Context: an optimization exercise on an open-source flow, tuned for small area and a short achievable clock period. The choices shown serve that exercise and are no tape-out recipe.
Function was checked by simulation only, so behaviour that the tests miss may differ from the original.

==> flow/design.v (excerpt) <==
module Multiplier(
  input         clock,
                reset,
                io_in_valid,
  input  [31:0] io_a,
                io_b,
  input  [1:0]  io_op,
  output [31:0] io_res,
  output        io_res_valid
);
Settings: LEC_CHECK=0, ABC_AREA=1, CAP_MARGIN=20, CORE_MARGIN=2, CORE_UTILIZATION=50, PLACE_DENSITY=0.75, SETUP_SLACK_MARGIN=2.2, SLEW_MARGIN=20; clock period 5.6 ns.
standard.sh (not shown) runs the stock make flow with config.mk's settings and CLKGATE_MAP_FILE= SYNTH_SCRIPT=/design/flow/synth_recipe.tcl, a recipe that flattens the netlist after the stock synthesis.
==> flow/flow/run.sh <==
#!/bin/bash
# Own layout flow: the standard flow (standard.sh), with one extra step
# between synthesis and floorplan: flow/polfix.py removes the needless
# inverters that Yosys's full-adder extraction leaves around full-adder cells
# (a full adder is self-dual, so each may be built in either polarity).
# Registers, ports and all other cells are kept as synthesis made them.
# Each tool's output goes to a log file of its own in the work folder.
set -euo pipefail
cd "$(dirname "$0")/.."
R=orfs/results/${FLOW_PLATFORM:-sky130hd}/Multiplier/base
# Port buffers: buf_4 instead of the delay cell buffer_ports picks by default
# (every port still gets its own buffer).
PORTBUF="BUFFER_PORTS_ARGS=-buffer_cell sky130_fd_sc_hd__buf_4"
bash standard.sh "$PORTBUF" synth > flow_synth.log 2>&1
cp "$R/1_2_yosys.v" 1_2_yosys.std.v
python3 flow/polfix.py 1_2_yosys.std.v 1_2_yosys.pol.v > flow_polfix.log 2>&1
cp 1_2_yosys.pol.v "$R/1_2_yosys.v"
rm -f "$R/1_synth.odb" "$R/1_synth.sdc"
bash standard.sh "$PORTBUF" finish > flow_finish.log 2>&1
Other scripts of this flow, unchanged in this note and not shown: flow/flow/polfix.py
The baseline finished clean.
Next try:
--- a/flow/config.mk
+++ b/flow/config.mk
@@ -10,5 +10,4 @@
 export CORE_MARGIN = 2
-export CORE_UTILIZATION = 50
-export PLACE_DENSITY = 0.75
-export SETUP_SLACK_MARGIN = 2.2
+export CORE_UTILIZATION = 40
+export SETUP_SLACK_MARGIN = 1.9
 export SLEW_MARGIN = 20
Effect:
- The changed run finished clean
- final area shrinks by 3.5%
- worst setup slack got worse by 0.039 ns
- critical path depth decreases by 2
- sequential share of layout area went up by 0.73 points
- clock-buffer cell count goes up by 9
- via count went down by 5.0%
Next try:
--- a/flow/config.mk
+++ b/flow/config.mk
@@ -11,3 +11,4 @@
 export CORE_UTILIZATION = 40
-export SETUP_SLACK_MARGIN = 1.9
+export CTS_BUF_LIST = sky130_fd_sc_hd__clkbuf_4 sky130_fd_sc_hd__clkbuf_8
+export SETUP_SLACK_MARGIN = 2.0
 export SLEW_MARGIN = 20
=>
- global-route usage hardly moves
- worst setup slack gets better by 0.16 ns
- sequential share of layout area came out lower by 0.21 points
- cell count came out higher by about 1.2%
- routed wire length is about the same
- synthesized cell count is unchanged
Next try:
--- a/flow/config.mk
+++ b/flow/config.mk
@@ -11,4 +11,3 @@
 export CORE_UTILIZATION = 40
-export CTS_BUF_LIST = sky130_fd_sc_hd__clkbuf_4 sky130_fd_sc_hd__clkbuf_8
-export SETUP_SLACK_MARGIN = 2.0
+export SETUP_SLACK_MARGIN = 2.1
 export SLEW_MARGIN = 20
After rerunning: Wire length rose by 0.89%. Setup slack gets worse by 0.12 ns. Area after synthesis stays the same. Critical path depth does not change. Cell count falls by 0.43%.

* * *

Multiplier again, from the RTL that the note above started with.
Settings: LEC_CHECK=0, ABC_AREA=1, CAP_MARGIN=5, CORE_MARGIN=2, CORE_UTILIZATION=40, SETUP_SLACK_MARGIN=2.0, SLEW_MARGIN=5; clock period 5.6 ns.
Scripts as last shown in full above: flow/flow/run.sh
Other scripts of this flow, unchanged in this note and not shown: flow/flow/polfix.py
The baseline finished clean.
Then changed:
CAP_MARGIN = 20   (was 5)
SETUP_SLACK_MARGIN = 1.8   (was 2.0)
SLEW_MARGIN = 20   (was 5)
Effect: The new run produced a clean layout; cell area is lower by 1.0%; non-clock buffer count drops by 24; die area stays the same; first-iteration DRC count went up by 6.0%; core utilization came out lower by 0.45 points; register-to-register slack got worse by 0.16 ns; routed wire length rises by 0.58%.

[static timing again, ports no longer ideal]
How much do the figures lean on ideal ports? The routed layouts below were timed once more, with nothing changed but the port constraints.
Step 1 sets driving cells, clkbuf_16 on the clock port and buf_2 on the other inputs (assumed; they add their load-dependent delay and slew).
Step 2 adds t to the input delays and takes it off the output delays; t is the mean of the earliest and latest rising clock arrival at the registers after step 1. Input paths then give back, and output paths get back, about the clock's delay inside the block.
Three values: ideal, step 1, step 2; two values: the first two.
run	shift t [ns]	setup WS [ns]	hold slack, ns	worst slew at a driven data input, ns
the first run of note 1	0.627	1.897 / 1.897 / 1.581	0.405 / 0.405 / 0.405	0.09
the second run of note 1	0.637	1.859 / 1.859 / 1.279	0.404 / 0.404 / 0.404	0.11
the third run of note 1	0.694	2.021 / 2.021 / 1.381	0.404 / 0.404 / 0.404	0.09
the fourth run of note 1	0.652	1.905 / 1.905 / 1.580	0.402 / 0.402 / 0.402	0.11
the first run of note 2	0.653	1.928 / 1.928 / 1.346	0.404 / 0.404 / 0.404	0.09
the second run of note 2	0.643	1.770 / 1.770 / 1.205	0.406 / 0.406 / 0.406	0.11
After both steps every run listed still meets setup and hold. For the third run of note 1, which loses most, drivers alone change the setup slack by 0.000 ns; drivers and shift together by -0.640 ns.
